From an optimization exercise on the open Yosys and OpenROAD flow, aimed at small area; shortcuts taken in it are not production practice. At most, simulation tests tie the RTL to the original design; equivalence was not proved. Function not checked in runs 1 and 2: the RTL went through the layout flow alone. Power figures rest on the tool's default switching activity, not on a simulated workload.

===== config.mk =====
export PLATFORM = sky130hd
export DESIGN_NAME = sound_unit
export DESIGN_NICKNAME = sound_unit
export VERILOG_FILES = /design/flow/design.v
export SDC_FILE = /design/flow/constraint.sdc
export NUM_CORES = 4
export LEC_CHECK = 0
export CAP_MARGIN = 20
export CORE_MARGIN = 2
export CORE_UTILIZATION = 40
export SLEW_MARGIN = 20

===== constraint.sdc =====
create_clock -name core_clock -period 10.0 [get_ports {CLK}]
set_input_delay 2.0000 -clock core_clock [delete_from_list [all_inputs] [get_ports {CLK}]]
set_output_delay 2.0000 -clock core_clock [all_outputs]
set_load 0.01 [all_outputs]

===== design.v =====
module OneStage(
    input            srst,
    input            clk,
    input            wr_en,
    input      [3:0] din,
    output reg [3:0] outp,
    output reg       empty,
    input            rd_en
);
  reg rd_dly, wr_dly;
  always @(posedge clk) begin
    if (srst) begin
      rd_dly <= 1'b0;
      wr_dly <= 1'b0;
      empty  <= 1'b1;
    end else begin
      rd_dly <= rd_en;
      wr_dly <= wr_en;
      if (wr_dly) empty <= 1'b0;
      else if (rd_dly) empty <= 1'b1;
    end
    if (wr_dly) outp <= din;
  end
endmodule
module sound_ch #(parameter CH = 0) (
    input             CLK,
    input             RST_N,
    input      [3:0]  sound_code,
    input      [7:0]  rom_indata,
    input             sync_lrclk,
    input             emptyf,
    output reg [14:0] rom_address,
    output reg [7:0]  sdout,
    output reg        soundon,
    output reg        fNO9,
    output            fifo_ren
);
  localparam [5:0]
    G0   = 6'd0,  G1   = 6'd1,  L0   = 6'd2,  L1   = 6'd3,  F0   = 6'd4,
    FRC0 = 6'd5,  FRC1 = 6'd6,  FRM0 = 6'd7,  FRM1 = 6'd8,  FRM2 = 6'd9,  FRC2 = 6'd10,
    F1   = 6'd11, D0   = 6'd12,
    DRC0 = 6'd13, DRC1 = 6'd14, DRM0 = 6'd15, DRM1 = 6'd16, DRM2 = 6'd17, DRC2 = 6'd18,
    D1   = 6'd19, W0   = 6'd20, W1   = 6'd21,
    P0   = 6'd48, P1   = 6'd52, P2   = 6'd56, P3   = 6'd60, P3M0 = 6'd61;
  reg  [5:0]  state;
  reg  [14:0] dcount;
  reg  [1:0]  i;
  reg  [7:0]  romdata;
  reg         sonEarly;
  reg  [1:0]  cur;     
  reg         late3;   
  wire own = (CH == 0) ? (sound_code == 4'd1 || sound_code == 4'd2 || sound_code == 4'd9) :
             (CH == 1) ? (sound_code == 4'd3) :
             (CH == 2) ? (sound_code[3:2] == 2'b01) :
                         (sound_code == 4'd8 || sound_code == 4'd10 || sound_code == 4'd11);
  wire intr_code = (CH == 0) ? (own && !fNO9) :
                   (CH == 3) ? (sound_code == 4'd8 || sound_code == 4'd11) : own;
  wire intr = intr_code && !emptyf;
  wire dzero = (dcount == 15'd0);
  wire stop = intr || dzero;
  wire ufo = (CH == 3) && cur == 2'b10;
  wire rc_rm0  = (state == FRM0) || (state == DRM0);
  wire rc_2    = (state == FRC2) || (state == DRC2);
  wire play    = state[5:4] == 2'b11;
  wire p_main  = play && state[1:0] == 2'd0;    
  wire is_p3   = state == P3;
  wire first   = (i == 2'd3);
  reg [14:0] start3;
  reg        load_start;
  always @* begin
    load_start = 1'b1;
    case (CH)
      0: start3 = cur[0] ? 15'd19 : fNO9 ? 15'd13113 : 15'd4337;
      1: start3 = 15'd19;
      2: case (cur)
           2'd0: start3 = 15'd19;
           2'd1: start3 = 15'd1285;
           2'd2: start3 = 15'd2855;
           default: start3 = 15'd4425;
         endcase
      default: begin
        start3 = cur[1] ? 15'd25987 : 15'd19;
        load_start = (cur != 2'b11);
      end
    endcase
  end
  wire use_dc = (state == F1) || is_p3;
  wire ld_const = (state == FRM0) && first && load_start;
  reg [14:0] addy;
  always @* begin
    if (!RST_N) addy = 15'd0;
    else if (state == F1) addy = 15'd11;
    else if (is_p3) addy = 15'h7fff;
    else if (state == DRM0 && first) addy = dcount;
    else if (ld_const) addy = start3;
    else if (state == FRM0 && first) addy = late3 ? 15'd6 : 15'd3;
    else if (rc_rm0) addy = 15'h7fff;
    else addy = soundon ? 15'd1 : 15'd4;       
  end
  wire [14:0] addx = (use_dc && RST_N) ? dcount : (ld_const || !RST_N) ? 15'd0 : rom_address;
  function [14:0] radd15(input [14:0] a, input [14:0] b);
    integer k;
    reg c;
    begin
      c = 1'b0;
      for (k = 0; k < 15; k = k + 1) begin
        radd15[k] = a[k] ^ b[k] ^ c;
        c = (a[k] & b[k]) | (c & (a[k] ^ b[k]));
      end
    end
  endfunction
  wire [14:0] sum = radd15(addx, addy);
  assign fifo_ren = (state == G1);
  reg [5:0] nstate;
  always @* begin
    nstate = state;
    case (state)
      G0: if (!emptyf && own) nstate = G1;
      G1: nstate = (CH == 3 && sound_code == 4'd11) ? G0 : L0;
      L0: if (sync_lrclk) nstate = L1;
      L1: if (!sync_lrclk) nstate = F0;
      FRC2: nstate = (i != 2'd0) ? FRC1 : F1;
      DRC2: nstate = (i != 2'd0) ? DRC1 : D1;
      W1: nstate = P0;
      P3: nstate = stop ? ((ufo && emptyf && !intr) ? L0 : G0) : P3M0;
      default: nstate = play ? {2'b11, state[3:0] + 4'd1} : state + 6'd1;
    endcase
  end
  always @(posedge CLK) begin
    romdata <= rom_indata;
    if (state == G0 && !emptyf && own) begin
      if (CH == 0) cur <= {1'b0, sound_code == 4'd1};
      else cur <= sound_code[1:0];
    end
    if (state == FRC0 || state == DRC0) i <= 2'd3;
    else if (rc_2 && i != 2'd0) i <= i - 2'd1;
    if (rc_2 && i == 2'd1) dcount[14:8] <= romdata[6:0];
    if (rc_2 && i == 2'd0) dcount[7:0] <= romdata;
    else if ((is_p3 && !stop) || state == F1) dcount <= sum;
    if (CH == 3) begin
      if (!RST_N) late3 <= 1'b0;
      else if (is_p3 && stop) late3 <= !soundon;
    end
    if (!RST_N || rc_rm0 || state == P3M0) rom_address <= sum;
    if (!RST_N) begin
      state <= G0;
      sdout <= 8'h80;
      soundon <= 1'b0;
      sonEarly <= 1'b0;
      fNO9 <= 1'b0;
    end else begin
      state <= nstate;
      if (CH == 0 && state == G0 && !emptyf && own) fNO9 <= (sound_code == 4'd9);
      if (p_main) begin
        if (state == P0) begin
          sdout <= sonEarly ? romdata : 8'h80;
          soundon <= sonEarly;
          sonEarly <= 1'b1;
        end else if (is_p3 && stop) begin
          sdout <= 8'h80;
          soundon <= 1'b0;
          sonEarly <= 1'b0;
        end else
          sdout <= soundon ? romdata : 8'h80;
      end
    end
  end
endmodule
module mixer(
    input  [7:0]  ch0, ch1, ch2, ch3,
    input         son0, son1, son2, son3,
    output [15:0] mout,
    output        soundon
);
  function [9:0] radd(input [8:0] a, input [8:0] b);
    integer k;
    reg c;
    begin
      c = 1'b0;
      for (k = 0; k < 9; k = k + 1) begin
        radd[k] = a[k] ^ b[k] ^ c;
        c = (a[k] & b[k]) | (c & (a[k] ^ b[k]));
      end
      radd[9] = c;
    end
  endfunction
  wire [8:0] s01 = radd({1'b0, ch0}, {1'b0, ch1});
  wire [8:0] s23 = radd({1'b0, ch2}, {1'b0, ch3});
  wire [9:0] u = radd(s01, s23);
  wire [7:0] lo = (u[9] ^ u[8]) ? u[7:0] : {8{u[9]}};
  assign soundon = son0 | son1 | son2 | son3;
  assign mout = {~u[9], ~u[9], lo, 6'd0};
endmodule
module sound_unit (
    input         CLK,
    input         RST_N,
    input         cmd_wr,
    input  [3:0]  cmd_code,
    input         sync_lrclk,
    input  [7:0]  rom0_data,
    input  [7:0]  rom1_data,
    input  [7:0]  rom2_data,
    input  [7:0]  rom3_data,
    output [14:0] rom0_addr,
    output [14:0] rom1_addr,
    output [14:0] rom2_addr,
    output [14:0] rom3_addr,
    output        cmd_empty,
    output [15:0] mout,
    output        soundon,
    output        fNO9
);
  wire [3:0] code;
  wire       empty;
  wire [3:0] ren;
  wire [7:0] sd0, sd1, sd2, sd3;
  wire       son0, son1, son2, son3;
  wire [2:0] nc;
  reg        emptyf;    
  always @(posedge CLK)
    if (!RST_N) emptyf <= 1'b1;
    else emptyf <= empty;
  OneStage handshake (
      .srst (~RST_N),
      .clk  (CLK),
      .wr_en(cmd_wr),
      .din  (cmd_code),
      .outp (code),
      .empty(empty),
      .rd_en(|ren));
  sound_ch #(.CH(0)) ch0 (.CLK(CLK), .RST_N(RST_N), .sound_code(code),
      .rom_indata(rom0_data), .sync_lrclk(sync_lrclk), .emptyf(emptyf),
      .rom_address(rom0_addr), .sdout(sd0), .soundon(son0), .fNO9(fNO9),
      .fifo_ren(ren[0]));
  sound_ch #(.CH(1)) ch1 (.CLK(CLK), .RST_N(RST_N), .sound_code(code),
      .rom_indata(rom1_data), .sync_lrclk(sync_lrclk), .emptyf(emptyf),
      .rom_address(rom1_addr), .sdout(sd1), .soundon(son1), .fNO9(nc[0]),
      .fifo_ren(ren[1]));
  sound_ch #(.CH(2)) ch2 (.CLK(CLK), .RST_N(RST_N), .sound_code(code),
      .rom_indata(rom2_data), .sync_lrclk(sync_lrclk), .emptyf(emptyf),
      .rom_address(rom2_addr), .sdout(sd2), .soundon(son2), .fNO9(nc[1]),
      .fifo_ren(ren[2]));
  sound_ch #(.CH(3)) ch3 (.CLK(CLK), .RST_N(RST_N), .sound_code(code),
      .rom_indata(rom3_data), .sync_lrclk(sync_lrclk), .emptyf(emptyf),
      .rom_address(rom3_addr), .sdout(sd3), .soundon(son3), .fNO9(nc[2]),
      .fifo_ren(ren[3]));
  assign cmd_empty = empty;
  mixer mixer_0 (.ch0(sd0), .ch1(sd1), .ch2(sd2), .ch3(sd3),
      .son0(son0), .son1(son1), .son2(son2), .son3(son3),
      .mout(mout), .soundon(soundon));
endmodule

===== flow/run.sh =====
#!/bin/bash
# Standard ORFS layout (the standard.sh, standard synthesis unchanged) with two
# layout choices: the smallest buffer for the port buffers, and a clock tree of
# clkbuf_4 cells in small clusters without dummy loads.
set -euo pipefail
bash standard.sh \
  BUFFER_PORTS_ARGS="-buffer_cell sky130_fd_sc_hd__buf_1" \
  CTS_ARGS="-sink_clustering_enable -repair_clock_nets -buf_list {sky130_fd_sc_hd__clkbuf_2 sky130_fd_sc_hd__clkbuf_4 sky130_fd_sc_hd__clkbuf_8} -sink_clustering_size 12 -sink_clustering_max_diameter 40 -dont_use_dummy_load" \
  finish > standard_make.log 2>&1

===== standard.sh =====
#!/bin/bash
# synth_recipe.tcl (not shown) runs the flow's synth.tcl, then flattens the netlist and writes it again
# the make line also repeats each setting of config.mk as NAME=value (left out here)
make -C /OpenROAD-flow-scripts/flow DESIGN_CONFIG=/design/flow/config.mk WORK_HOME=/design/flow/orfs CLKGATE_MAP_FILE= SYNTH_SCRIPT=/design/flow/synth_recipe.tcl "${@:-finish}"

==> results of run 1 <==
[metal layers]
metal  vias up  part of all wire (%)  global-route usage, %
met5         -                     0                      0
met4         0                   2.2                   5.68
met3        51                   5.1                   3.35
met2       316                    47                   32.1
met1      5132                    46                   27.5
li1       5013                     -                      -
[synthesized netlist by cell type (6+ instances only)]
cell type  instances
o31ai_1           12
a221oi_1           6
dfxtp_1          138
o21ai_0           54
xor2_1             6
nand2_1          114
xnor2_1           12
nand4_1            8
inv_1             97
and3_1            17
nand3_1           46
nand2b_1          10
and2_1             7
nor3b_1            8
or2_2              6
nor2b_1            8
ha_1              41
o21ai_1           16
mux2_2            24
a22o_1            78
buf_2             14
mux2i_1           35
nor2_1            79
clkbuf_1          49
a21oi_1           90
a31oi_1           22
nor3_1            22
fa_1              74
buf_4              7
maj3_1             7
edfxtp_1         101
a21o_1            11
a22oi_1           12
nor4_1            15
[metrics by stage]
step                      hold slack [ns]  cell area, um^2  setup WS, ns  power, mW  instances
final                               0.448            15000          1.41       2.61       1893
after global routing                0.491            15000          1.15       2.77       1893
after CTS                           0.441            15000          1.48       2.63       1893
after detailed placement            0.454            14500         0.924       1.91       1854
after global placement              0.443            14500          1.02       1.90       1854
after floorplan                     0.427            13700          1.14       1.73       1347
[area by class of cell]
| class | instances | area (um^2) |
|---|---|---|
| repair buffers | 133 | 578 |
| fillers | 3207 | 18600 |
| clock buffers | 39 | 537 |
| multi-input cells | 937 | 7190 |
| flip-flops and latches | 239 | 5800 |
| inverters | 97 | 364 |
| well taps | 448 | 561 |
[worst paths after layout]
kind	start	slack, ns	endpoint
setup / recovery	RST_N	1.41	ch1.dcount[14]
hold / removal	handshake.rd_dly	0.45	handshake.empty
setup reg to reg	ch2.state[0]	2.13	ch2.dcount[14]
hold reg to reg	handshake.rd_dly	0.45	handshake.empty
[cell families after synthesis]
group,after synthesis,share of synthesized area [%]
mux,64,4.95
other cells,1,0.0274
compound gates,352,17.3
xor+xnor,19,1.32
fa+ha+maj,122,15.1
flops,239,42.4
buf+inv,171,5.13
simple gates,374,13.7
[critical path, cell delays in order]
cell and delay [ns]:
buf_1 0.30, o31ai_1 0.17, buf_4 0.23, nor3_1 0.08, buf_4 0.21, a22o_1 0.25
ha_1 0.21, fa_1 0.39, fa_1 0.40, fa_1 0.39, fa_1 0.39, fa_1 0.41
fa_1 0.40, fa_1 0.41, fa_1 0.41, fa_1 0.39, fa_1 0.40, fa_1 0.40
fa_1 0.36, inv_1 0.09, fa_1 0.17, xnor3_1 0.40, a21o_1 0.18
[registers in the layout, summed over array words and instances, names as in the netlist, 15 cells and up]
signal,flops
ch0.dcount,15
ch0.rom_address,15
ch1.dcount,15
ch1.rom_address,15
ch2.dcount,15
ch2.rom_address,15
ch3.dcount,15
ch3.rom_address,15
[where the power goes]
group	internal (mW)	leakage (nW)	switching [mW]
registers	1.13	2.12	0.138
logic	0.263	3.47	0.368
clock network	0.343	0.280	0.365
total	1.74	5.87	0.871
==> flow_metrics.tcl, run 1 <==
set metrics [dict create \
    status "timing/DRC/antenna clean" \
    drtIter0Drc 870 \
    wl_per_cell_um 18.9 \
    hold_viol 0 \
    die_h_um 189 \
    path_class "input pin to register" \
    synth_area_leaders "edfxtp_1, dfxtp_1, fa_1" \
    cts_sinks 239 \
    clock_latency_ns 0.57 \
    tritoncts "done" \
    synth.avg_cell_area_um2 10.2 \
    cts_root_buf "clkbuf_8" \
    syn_area_um2 13700 \
    ir_drop_uv 75.9 \
    initial_core_util_pct 40.7 \
    maxCapViolations 0 \
    tightest_slew_ns 1.00 \
    avgViaCountPerCell 5.55 \
    finalCritPeriodShare_pct 85.9 \
    n_antenna_cell 0 \
    drc 0 \
    async_reset_ff_share_pct 0 \
    p_leak_nw 5.87 \
    period_minus_slack_ns 8.59 \
    ys_warn_count 10 \
    grt_use_total_pct 19.9 \
    overflow 0 \
    rr_worst_depth 25 \
    antenna_found_initial 0 \
    worstPathMaxFanout 15 \
    cts-resized-gates 0 \
    htreeDepth 2 \
    grt_max_degree 22 \
    worstHoldPathCells 2 \
    gp_congestion 0.898 \
    num_vias 10512 \
    finalNetCount 1602 \
    drive_above_1_share_pct 6.99 \
    drt-pass1-iter-count 5 \
    yosysSeqAreaShare_pct 42.4 \
    ant_nets 0 \
    startpoint_type "input pin" \
    io_buffers 112 \
    io_pins 119 \
    core-area_um2 33600 \
    synth_cell_type_count 82 \
    syn-instance-count 1342 \
    grt_pass1_vias 10092 \
    maxSlewHeadroom_pct 32.9 \
    postCtsSetupBuffers 0 \
    dp_hpwl_um 26500 \
    synth_seq_cells 239 \
    drv_slew 0 \
    cp-end-kind "register" \
    final_cell_mix "dfxtp_1, nand2_1, buf_1, edfxtp_1, inv_1" \
    fp.dieArea_um2 35700 \
    cts.hold.buffers_added 0 \
    num_rows 67 \
    layout_commonest_cell "dfxtp_1" \
    die_w_um 189 \
    setup_tns_ns 0 \
    setup_viol 0 \
    crit_arrival_ns 9.04 \
    drt-total-wl_um 35700 \
    syn2layout_area_growth_pct 9.93 \
    power_per_cell_area_nw_per_um2 174 \
    max_freq_mhz 116 \
    synth_top_cell_by_area "edfxtp_1" \
    worstHoldPathType "register to register" \
    cts_buffers 39 \
    worstPathRequired_ns 10.45 \
    path_clk_slew_ns 0.06 \
    clockBufferDepth 3 \
    utilization_pct 44.7 \
    synth-main-ff-cell "dfxtp_1" \
    synth_edf_count 101 \
    synth_top_area_share_pct 22.2 \
    rsz0062_at_grt "false" \
    fin_skew_ns 0.0503 \
    grt_pass1_wl_um 56300 \
]
==> run 2: changes to the inputs <==
==> flow/run.sh (replaced) <==
#!/bin/bash
# Standard ORFS layout (the standard.sh, standard synthesis unchanged) with two
# layout choices: the smallest buffer for the port buffers, and a clock tree of
# clkbuf_4 cells in small clusters without dummy loads.
set -euo pipefail
bash standard.sh \
  BUFFER_PORTS_ARGS="-buffer_cell sky130_fd_sc_hd__buf_1" \
  CTS_ARGS="-sink_clustering_enable -repair_clock_nets -buf_list sky130_fd_sc_hd__clkbuf_4 -sink_clustering_size 10 -sink_clustering_max_diameter 60 -dont_use_dummy_load" \
  finish > standard_make.log 2>&1
==> flow_metrics.tcl, run 2 <==
set metrics [dict create \
    worstHoldPathCells 2 \
    die_h_um 189 \
    postCtsSetupBuffers 0 \
    wl_met1_um 16000 \
    dp_cells 1854 \
    finalCritPeriodShare_pct 84.0 \
    rsz0062_at_grt "false" \
    synth-main-ff-cell "dfxtp_1" \
    clockBufferDepth 3 \
    io_buffers 112 \
    synth_edf_count 101 \
    io_pins 119 \
    path_clk_slew_ns 0.11 \
    die_w_um 189 \
    status "timing/DRC/antenna clean" \
    synth_top_area_share_pct 22.2 \
    utilization_pct 43.8 \
    fp.dieArea_um2 35700 \
    cts_buffers 30 \
    syn-instance-count 1342 \
    startpoint_type "input pin" \
    synth.avg_cell_area_um2 10.2 \
    synth_top_cell_by_area "edfxtp_1" \
    ir_drop_uv 70.5 \
    wl_per_cell_um 18.8 \
    pre_cts_slack_ns 0.924 \
    setup_viol 0 \
    final_area_um2 14700 \
    tritoncts "done" \
    finalNetCount 1593 \
    worst_hold_slack_ns 0.468 \
    htreeDepth 1 \
    core-area_um2 33600 \
    reg2reg_slack_ns 2.12 \
    period_minus_slack_ns 8.40 \
    dp_hpwl_um 26500 \
    cts_sinks 239 \
    hold_path_end "ch2.sonEarly" \
    setup_tns_ns 0 \
    gp_congestion 0.898 \
    crit_slowest_cell "fa_1" \
    max_freq_mhz 119 \
    worstHoldStart "ch2.sonEarly" \
    rr_startpoint "ch2.state[0]" \
    p_leak_nw 5.73 \
    highest_layer "met5" \
    met3_length_um 1860 \
    grt_use_total_pct 19.5 \
    final_cell_mix "dfxtp_1, nand2_1, buf_1, edfxtp_1, inv_1" \
    synth.most_common_cell "dfxtp_1" \
    stdcell_count 1885 \
    fin_ws_ns 1.60 \
    tightest_slew_ns 0.980 \
    syn2layout_area_growth_pct 7.67 \
    drt-pass1-iter-count 5 \
    synth_seq_cells 239 \
    yosysSeqAreaShare_pct 42.4 \
    dpl-instance-area_um2 14500 \
    hold_viol 0 \
    antenna_found_initial 2 \
    fin_skew_ns 0.0558 \
    synth_cell_type_count 82 \
    cts.hold.buffers_added 0 \
    wl_met2_um 16800 \
    power_mw 2.35 \
    clock_latency_ns 0.73 \
    drv_slew 0 \
    grt_pass1_wl_um 56000 \
    cts-resized-gates 0 \
    drive_above_1_share_pct 6.41 \
    maxSlewHeadroom_pct 34.5 \
    r2r_end "ch2.dcount[13]" \
    cts_root_buf "clkbuf_4" \
    drt-total-wl_um 35400 \
    grt_pass1_vias 10033 \
    power_per_cell_area_nw_per_um2 160 \
    synth_top_cells_by_count "dfxtp_1, nand2_1, edfxtp_1" \
    worstHoldPathType "register to register" \
    cp-end-kind "register" \
    layout_commonest_cell "dfxtp_1" \
    async_reset_ff_share_pct 0 \
    crit_top_cell "fa_1" \
    drtIter0Drc 839 \
    num_vias 10483 \
    maxCapViolations 0 \
    syn_area_um2 13700 \
    overflow 0 \
    path_class "input pin to register" \
    ant_nets 0 \
    grt_max_degree 22 \
    crit_path_cell_trace "buf_1 > o31ai_1 > buf_4 > nor3_1 > buf_4 > a22o_1 > ha_1 > fa_1 > fa_1 > fa_1 > fa_1 > fa_1 > fa_1 > fa_1 > fa_1 > fa_1 > fa_1 > fa_1 > fa_1 > inv_1 > fa_1 > xnor3_1 > a21o_1" \
    rr_worst_depth 25 \
    max_stage_delay_ns 0.41 \
    avgViaCountPerCell 5.56 \
    synth_area_leaders "edfxtp_1, dfxtp_1, fa_1" \
    worstPathRequired_ns 10.64 \
    drc 0 \
    crit_arrival_ns 9.04 \
    num_rows 67 \
    initial_core_util_pct 40.7 \
    worstPathMaxFanout 15 \
    ys_warn_count 10 \
]
-- run 2: cell counts after synthesis --
No cell type changed its count.
-- run 2: logic make-up (layout without fill, tap and decap cells) --
group | Yosys count | count (layout) | share of synthesized area (%)
multiplexers | 64 | 64 | 4.95
adder cells (fa/ha/maj) | 122 | 122 | 15.1
other | 1 | 7 | 0.0274
flip-flops | 239 | 239 | 42.4
AND/OR/NAND/NOR | 374 | 374 | 13.7
buffers and inverters | 171 | 260 | 5.13
XOR/XNOR | 19 | 19 | 1.32
AO/OA/AOI/OAI | 352 | 352 | 17.3
-- run 2: worst max-delay path by stage --
stage / end / from / cells past startpoint / slack [ns]
floorplan: ch1.dcount[14] / RST_N / 23 / 1.14
global placement: ch1.dcount[14] / RST_N / 23 / 1.02
detailed placement: ch1.dcount[14] / RST_N / 23 / 0.92
CTS: mout[7] / ch2.sdout[0] / 15 / 1.61
global route: ch1.dcount[14] / RST_N / 23 / 1.35
finish: ch1.dcount[14] / RST_N / 23 / 1.60
-- run 2: power by group --
group	leakage (nW)	internal, mW	switching, mW
sequential	2.12	1.13	0.139
clock	0.138	0.137	0.313
combinational	3.47	0.263	0.367
-- run 2: cell type report --
cell class                      instances  area (um^2)
Sequential cell                       239         5800
Fill cell                            3228        18900
Clock buffer                           30          225
Multi-Input combinational cell        937         7190
Antenna cell                            1         2.50
Inverter                               97          364
Timing Repair Buffer                  133          578
Tap cell                              448          561
-- run 2: layer usage --
layer | up-vias | track usage (%)
met1 | 5104 | 27.4
met2 | 327 | 32.1
met4 | 2 | 4.81
li1 | 5003 | -
met3 | 47 | 2.29
met5 | - | 0
-- run 2: worst max-delay path: cells and delay by family --
kind,cells,cell delay (ns)
XOR/XNOR,1,0.40
adder cells (fa/ha/maj),14,5.12
buffers and inverters,4,0.84
AND/OR/NAND/NOR,1,0.08
AO/OA/AOI/OAI,3,0.59
==> run 3: changes to the inputs <==
--- a/design.v
+++ b/design.v
@@ -38,7 +38,7 @@
   localparam [5:0]
-    G0   = 6'd0,  G1   = 6'd1,  L0   = 6'd2,  L1   = 6'd3,  F0   = 6'd4,
-    FRC0 = 6'd5,  FRC1 = 6'd6,  FRM0 = 6'd7,  FRM1 = 6'd8,  FRM2 = 6'd9,  FRC2 = 6'd10,
-    F1   = 6'd11, D0   = 6'd12,
-    DRC0 = 6'd13, DRC1 = 6'd14, DRM0 = 6'd15, DRM1 = 6'd16, DRM2 = 6'd17, DRC2 = 6'd18,
-    D1   = 6'd19, W0   = 6'd20, W1   = 6'd21,
+    G0   = 6'd0,  G1   = 6'd1,  L0   = 6'd2,  L1   = 6'd3,
+    F0   = 6'd4,  F1   = 6'd5,  D0   = 6'd6,  D1   = 6'd7,
+    W0   = 6'd8,  W1   = 6'd9,
+    FRC1 = 6'd16, FRM0 = 6'd17, FRM1 = 6'd18, FRM2 = 6'd19, FRC2 = 6'd20, FRC0 = 6'd21,
+    DRC1 = 6'd24, DRM0 = 6'd25, DRM1 = 6'd26, DRM2 = 6'd27, DRC2 = 6'd28, DRC0 = 6'd29,
     P0   = 6'd48, P1   = 6'd52, P2   = 6'd56, P3   = 6'd60, P3M0 = 6'd61;
@@ -61,4 +61,5 @@
   wire ufo = (CH == 3) && cur == 2'b10;
-  wire rc_rm0  = (state == FRM0) || (state == DRM0);
-  wire rc_2    = (state == FRC2) || (state == DRC2);
+  wire in_rc   = state[5:4] == 2'b01;
+  wire rc_rm0  = in_rc && state[2:0] == 3'd1;
+  wire rc_2    = in_rc && state[2:0] == 3'd4;
   wire play    = state[5:4] == 2'b11;
@@ -90,4 +91,3 @@
   always @* begin
-    if (!RST_N) addy = 15'd0;
-    else if (state == F1) addy = 15'd11;
+    if (state == F1) addy = 15'd11;
     else if (is_p3) addy = 15'h7fff;
@@ -99,3 +99,3 @@
   end
-  wire [14:0] addx = (use_dc && RST_N) ? dcount : (ld_const || !RST_N) ? 15'd0 : rom_address;
+  wire [14:0] addx = use_dc ? dcount : ld_const ? 15'd0 : rom_address;
   function [14:0] radd15(input [14:0] a, input [14:0] b);
@@ -121,5 +121,10 @@
       L1: if (!sync_lrclk) nstate = F0;
-      FRC2: nstate = (i != 2'd0) ? FRC1 : F1;
-      DRC2: nstate = (i != 2'd0) ? DRC1 : D1;
+      F0: nstate = FRC0;
+      F1: nstate = D0;
+      D0: nstate = DRC0;
+      D1: nstate = W0;
+      W0: nstate = W1;
       W1: nstate = P0;
+      FRC0, DRC0: nstate = {state[5:3], 3'd0};
+      FRC2, DRC2: nstate = (i != 2'd0) ? {state[5:3], 3'd0} : (state[3] ? D1 : F1);
       P3: nstate = stop ? ((ufo && emptyf && !intr) ? L0 : G0) : P3M0;
@@ -143,5 +148,5 @@
     end
-    if (!RST_N || rc_rm0 || state == P3M0) rom_address <= sum;
     if (!RST_N) begin
       state <= G0;
+      rom_address <= 15'd0;
       sdout <= 8'h80;
@@ -152,2 +157,3 @@
       state <= nstate;
+      if (rc_rm0 || state == P3M0) rom_address <= sum;
       if (CH == 0 && state == G0 && !emptyf && own) fNO9 <= (sound_code == 4'd9);
==> run.sh (new file) <==
#!/bin/bash
# synth_recipe.tcl (not shown) runs the flow's synth.tcl, then flattens the netlist and writes it again
# the make line also repeats each setting of config.mk as NAME=value (left out here)
make -C /OpenROAD-flow-scripts/flow DESIGN_CONFIG=/design/flow/config.mk WORK_HOME=/design/flow/orfs CLKGATE_MAP_FILE= SYNTH_SCRIPT=/design/flow/synth_recipe.tcl finish
removed: flow/run.sh
removed: standard.sh
==> flow_metrics.tcl, run 3 <==
set metrics [dict create \
    status "timing/DRC/antenna clean" \
    worstHoldPathType "register to register" \
    switching_share_pct 35.2 \
    power_mw 3.41 \
    cp_top_family "adder cells" \
    path_class "register to primary output" \
    fin_ws_ns 1.48 \
    num_vias 11707 \
    grt_use_total_pct 21.6 \
    synth_compound_area_share_pct 16.4 \
    drtIter0Drc 674 \
    ir_drop_uv 138 \
    path_clk_slew_ns 0.06 \
    synth.most_common_cell "dfxtp_1" \
    final_cell_mix "dfxtp_1, nand2_1, nor2_1, clkdlybuf4s50_1, inv_1" \
    finalCritPeriodShare_pct 85.2 \
    async_reset_ff_share_pct 0 \
    maxSlewHeadroom_pct 29.3 \
    reg2reg_slack_ns 2.16 \
    avgViaCountPerCell 5.53 \
    worst_hold_slack_ns 0.474 \
    cp-end-kind "primary output" \
    synth.avg_cell_area_um2 9.05 \
    finalNetCount 1789 \
    crit_arrival_ns 6.52 \
    io_buffers 112 \
    core-area_um2 35300 \
    clkPwrFrac_pct 32.7 \
    ant_nets 0 \
    n_antenna_cell 0 \
    tightest_slew_ns 1.06 \
    intPower_mw 2.21 \
    die_w_um 193 \
    fp.dieArea_um2 37100 \
    worstPathMaxFanout 9 \
    cts-resized-gates 0 \
    drt-pass1-iter-count 5 \
    overflow 0 \
    max_freq_mhz 117 \
    setup_tns_ns 0 \
    crit_slowest_cell "fa_1" \
    io_pins 119 \
    synthSimpleGateAreaFrac_pct 18.4 \
    power.share.sequential_pct 37.6 \
    postCtsSetupBuffers 0 \
    gp_congestion 0.896 \
    yosysSeqAreaShare_pct 36.5 \
    drc 0 \
    pre_cts_slack_ns 2.05 \
    hold_viol 0 \
    p_leak_nw 6.91 \
    worstPathRequired_ns 8.00 \
    cp_num_buf_inv 3 \
    synth_top_cell_by_area "dfxtp_1" \
    synthMuxAreaShare_pct 7.76 \
    htreeDepth 1 \
    rsz0062_at_grt "false" \
    synth_top_area_share_pct 27.8 \
    cts_sinks 239 \
    cts.hold.buffers_added 0 \
    crit_top_cell "fa_1" \
    startpoint_type "register" \
    syn-instance-count 1574 \
    synth_cell_type_count 87 \
    grt_pass1_wl_um 63600 \
    clockBufferDepth 3 \
    synth-adder-area-share_pct 14.5 \
    layout_commonest_cell "dfxtp_1" \
    synth-main-ff-cell "dfxtp_1" \
    crit_path_cell_trace "ha_1 > inv_1 > fa_1 > fa_1 > fa_1 > fa_1 > fa_1 > fa_1 > inv_1 > fa_1 > fa_1 > fa_1 > nor2_1 > o21ai_0 > clkdlybuf4s50_1" \
    synth_top_cells_by_count "dfxtp_1, nand2_1, nor2_1" \
    synth_area_leaders "dfxtp_1, fa_1, edfxtp_1" \
    cts_buffers 29 \
    max_stage_delay_ns 0.88 \
    maxCapViolations 0 \
    die_h_um 193 \
    drv_slew 0 \
    grt_pass1_vias 11754 \
    grt_max_degree 43 \
    ys_warn_count 10 \
    power_per_cell_area_nw_per_um2 204 \
    clock_latency_ns 0.56 \
    dp_hpwl_um 28400 \
    synth_edf_count 41 \
    syn2layout_area_growth_pct 17.1 \
    fin_skew_ns 0.0151 \
    tritoncts "done" \
    synth_top_family_by_area "simple AND/OR/NAND/NOR gates" \
    drt-total-wl_um 39400 \
    syn_area_um2 14200 \
    antenna_found_initial 0 \
    combPwrFrac_pct 29.7 \
    initial_core_util_pct 40.4 \
    synth-xor-area-share_pct 0.834 \
    p_sw_mw 1.20 \
    period_minus_slack_ns 8.52 \
    cts_root_buf "clkbuf_16" \
    setup_viol 0 \
    wl_per_cell_um 18.6 \
    drive_above_1_share_pct 7.00 \
    synth_seq_cells 239 \
    num_rows 69 \
]
[run 3: cell types whose count changed in the layout (fill, tap and decap cells not counted), sizes merged, moves of 10 or more]
cell,previous run,this run
a211oi,4,27
a22o,78,39
a31oi,22,7
buf,133,11
clkbuf,30,40
clkdlybuf4s50,0,112
dfxtp,138,198
edfxtp,101,41
inv,96,107
mux2i,35,79
nand2,114,173
nand3,46,71
nor2,79,143
[run 3: power groups by stage]
stage / Clock [mW] / Combinational, mW / Sequential (mW)
detailed placement: 0 / 1.00 / 1.30
finish: 1.11 / 1.01 / 1.28
global route: 1.17 / 1.14 / 1.30
global placement: 0 / 0.988 / 1.29
CTS: 1.14 / 1.01 / 1.28
floorplan: 0 / 0.802 / 1.21
[run 3: kinds of logic (layout without fill, tap and decap cells)]
kind of cell	count (synthesis)	after routing
and+or+nand+nor	550	550
AOI/OAI and AO/OA	342	342
DFF	239	239
buffers and inverters	201	278
adders and majority gates	122	122
muxes	107	107
xor gates and xnor gates	12	12
other	1	6
[run 3: routing by layer]
layer / routed length (um) / up-vias / global-route usage [%]
met2: 17800 / 357 / 34.8
met5: 0 / - / 0
met1: 18100 / 5615 / 29.6
met3: 2340 / 71 / 3.62
li1: - / 5664 / -
met4: 1180 / 0 / 6.43
[run 3: worst paths after layout]
path,to,from,cells after the start
max,mout[7],ch2.sdout[0],15
min,ch3.sdout[5],ch3.sdout[5],1
max reg2reg,ch1.rom_address[13],ch1.state[1],24
min reg2reg,ch3.sdout[5],ch3.sdout[5],1
[run 3: worst reg2reg max path, cell delays in order (launching register included)]
cell	delay, ns
dfxtp_1	0.36
inv_1	0.11
ha_1	0.42
nor4bb_1	0.55
nand3_1	0.57
and3_1	0.40
a21oi_1	0.18
fa_1	0.21
inv_1	0.05
fa_1	0.35
inv_1	0.07
fa_1	0.16
inv_1	0.05
fa_1	0.38
fa_1	0.39
fa_1	0.39
fa_1	0.39
fa_1	0.39
fa_1	0.40
fa_1	0.40
fa_1	0.43
fa_1	0.39
inv_1	0.08
fa_1	0.43
a211oi_1	0.20
[run 3: per-stage QoR]
step                      area, um^2  util [%]  instances
after floorplan                14300         -       1579
after global placement         15600      44.3       2064
after detailed placement       15600      44.3       2064
after CTS                      16700      47.2       2117
after global routing           16700      47.2       2117
final                          16700      47.2       2117
[run 3: cell type report]
type / count / area [um^2]
clock buffers: 40 / 903
multi-input cells: 1139 / 8290
clock inverters: 13 / 129
inverters: 102 / 383
flip-flops and latches: 239 / 5190
well taps: 461 / 577
repair buffers: 123 / 1200
fillers: 3318 / 18600

-- afterwards: timing with drivers on the ports --
In the flow no input, the clock included, has a driving cell. The finished layouts below were timed again as built, in two steps. Step 1, drivers: a clkbuf_16 drives CLK and a buf_2 each remaining input, both assumed. Step 2 moves the port delays by t, midway between the first and last clock arrival at a register: inputs arrive t later, outputs are due t later. That takes back most of the time a late clock gives input paths. Three values: ideal, step 1, step 2; two values: the first two.
| run | t (ns) | setup slack, ns | worst setup path after step 2 | worst slew at a driven data input, ns |
|---|---|---|---|---|
| run 1 | 0.588 | 1.407 / 1.422 / 0.835 | input to register | 0.04 |
| run 2 | 0.751 | 1.596 / 1.610 / 0.859 | input to register | 0.04 |
| run 3 | 0.601 | 1.477 / 1.429 / 2.030 | register to output | 0.04 |
After both steps every run listed still meets setup and hold. The setup slack of run 2, which loses most, moves by +0.014 ns with the drivers and by -0.737 ns with both steps.
